Background: an optimization exercise with open tools, aiming at small area and a short achievable clock period. Do not read the settings as production practice. Where RTL was checked, it was by simulation tests only, not by an equivalence proof against the original.

## the baseline
Design complex_multiplier, start of the top module:
module complex_multiplier
(
	input clk, rst,
	input in_valid,
	input [31:0] x_real, x_imag, y_real, y_imag,
	output out_valid,
	output [31:0] xy_real, xy_imag
);
For scale: roughly 17000 cells after synthesis, about 1500 flip-flops, about 200 I/O pins.
export LEC_CHECK = 0
export ABC_AREA = 1
export CAP_MARGIN = 20
export CORE_MARGIN = 2
export CORE_UTILIZATION = 55
export CTS_CLUSTER_DIAMETER = 200
export CTS_CLUSTER_SIZE = 18
export SLEW_MARGIN = 20
create_clock -name core_clock -period 21.0 [get_ports {clk}]
standard.sh (not shown) runs the stock make flow with config.mk's settings and CLKGATE_MAP_FILE= SYNTH_SCRIPT=/design/flow/synth_recipe.tcl, a recipe that flattens the netlist after the stock synthesis.
==> flow/flow/run.sh <==
#!/bin/bash
# Layout flow: the standard layout (standard.sh, unchanged synthesis and
# ORFS steps), except that the buffers ORFS puts on the input and output ports
# at global placement are sky130_fd_sc_hd__buf_4 rather than the buffer it
# picks by default (sky130_fd_sc_hd__clkdlybuf4s50_1, a slow delay cell).
# make's full output goes to standard.log here; each ORFS step keeps its own
# log under orfs/logs/.
set -euo pipefail
bash standard.sh "BUFFER_PORTS_ARGS=-buffer_cell sky130_fd_sc_hd__buf_4" finish > standard.log 2>&1
Input changes introduced in the candidate (baseline for comparison: the baseline):
Settings: CTS_CLUSTER_SIZE: 18 -> unset; CTS_CLUSTER_DIAMETER: 200 -> unset.
In summary, the candidate completed successfully, with a layout that passed the timing, DRC and antenna checks.
Per the comparison of the candidate with the baseline, met1 track demand over resource in global routing picked up an extra 0.26 points; met2 wirelength from detailed routing went up 0.53%.
The run with more routed wire is the candidate, not the baseline.
Arrival time of the worst setup path was lower in the baseline than in the candidate.

--- another note on this design; it stands on its own ---

==> trial 81 <==
Design complex_multiplier, start of the top module:
module complex_multiplier
(
	input clk, rst,
	input in_valid,
	input [31:0] x_real, x_imag, y_real, y_imag,
	output out_valid,
	output [31:0] xy_real, xy_imag
);
	reg [4:0] valid_pipe;
	always @(posedge clk) begin
		if (rst)
			valid_pipe <= 5'b0;
		else
			valid_pipe <= {valid_pipe[3:0], in_valid};
	end
	assign out_valid = valid_pipe[4];
	reg [31:0] xr, xi, yr, yi;
	always @(posedge clk) begin
		xr <= x_real;
		xi <= x_imag;
		yr <= y_real;
		yi <= y_imag;
	end
	wire [31:0] rr, ri, ir, ii;
	pipelined_fpu_mul_eff mrr(.clk(clk), .a(xr), .b(yr), .s(rr));
	pipelined_fpu_mul_eff mri(.clk(clk), .a(xr), .b(yi), .s(ri));
	pipelined_fpu_mul_eff mir(.clk(clk), .a(xi), .b(yr), .s(ir));
	pipelined_fpu_mul_eff mii(.clk(clk), .a(xi), .b(yi), .s(ii));
	fpu_adder realpart(.clk(clk), .a(rr), .b(ii), .sub(1'b1), .s(xy_real));
	fpu_adder imagpart(.clk(clk), .a(ri), .b(ir), .sub(1'b0), .s(xy_imag));
endmodule
clock: 21.0 ns
lec_check: 0
abc_area: 1
cap_margin: 20
core_margin: 2
core_utilization: 40
slew_margin: 20
run.sh (not shown) runs the stock make flow with config.mk's settings and CLKGATE_MAP_FILE= SYNTH_SCRIPT=/design/flow/synth_recipe.tcl, a recipe that flattens the netlist after the stock synthesis.
==> inputs of build 48, as changes to trial 81 <==
--- a/flow/config.mk
+++ b/flow/config.mk
@@ -6,5 +6,5 @@
 export NUM_CORES = 8
 export LEC_CHECK = 0
-export ABC_AREA = 1
+export ABC_AREA = 0
 export CAP_MARGIN = 20
 export CORE_MARGIN = 2
==> impl_metrics.env <==
export IMPL_timing_max_slew_rel_slack=0.200
export IMPL_post_synth_mux_area_share=0.0165
export IMPL_timing_worst_slew_pin_value_ps=1190
export IMPL_status="timing/DRC/antenna clean"
export IMPL_met2_wirelength_mm=225
export IMPL_grt_max_degree=102
export IMPL_top_cell_types_by_occurrence_after_synthesis="sky130_fd_sc_hd__nand2_1 (3153), sky130_fd_sc_hd__inv_1 (2664), sky130_fd_sc_hd__xor2_1 (1469)"
export IMPL_synth_cell_area_um2=124000
(the above is from trial 81)
==> impl_metrics.env <==
export IMPL_status="timing/DRC/antenna clean"
export IMPL_synth_cell_area_um2=148000
export IMPL_met2_wirelength_mm=290
export IMPL_grt_max_degree=167
export IMPL_top_cell_types_by_occurrence_after_synthesis="sky130_fd_sc_hd__a21oi_1 (2562), sky130_fd_sc_hd__nand2_1 (1996), sky130_fd_sc_hd__o21ai_0 (1937)"
export IMPL_post_synth_mux_area_share=0.0715
export IMPL_timing_max_slew_rel_slack=0.154
(the above is from build 48)
No run of this note included a check of the RTL's function; only the layout flow was run.

==> re-timing with driven ports <==
Ports are ideal in the flow. The routed layouts listed here were re-timed in OpenROAD.
Step 1 assumes that a clkbuf_16 drives the clock port and a buf_2 every other input.
Step 2 adds t to the input delays and takes it off the output delays; t is the mean of the earliest and latest rising clock arrival at the registers after step 1. Input paths then give back, and output paths get back, about the clock's delay inside the block.
Three values: ideal ports, drivers, drivers and shift; two values: the first two.
run | t (ns) | slack for setup (ns) | worst setup path after step 2 | slew at the worst register clock pin (ns) | pins driven straight from the clock port
the baseline | 0.892 | 15.566 / 15.461 / 14.998 | input to register | 0.11 / 0.11 | 1
the candidate | 0.943 | 15.501 / 15.395 / 15.079 | input to register | 0.07 / 0.07 | 1
trial 81 | 0.928 | 11.724 / 11.724 / 11.724 | register to register | 0.07 / 0.07 | 1
build 48 | 0.972 | 9.717 / 9.717 / 9.717 | register to register | 0.09 / 0.09 | 1
After both steps setup and hold are still met in every run listed. For the baseline, which loses most, drivers alone change the setup slack by -0.105 ns; drivers and shift together by -0.568 ns.
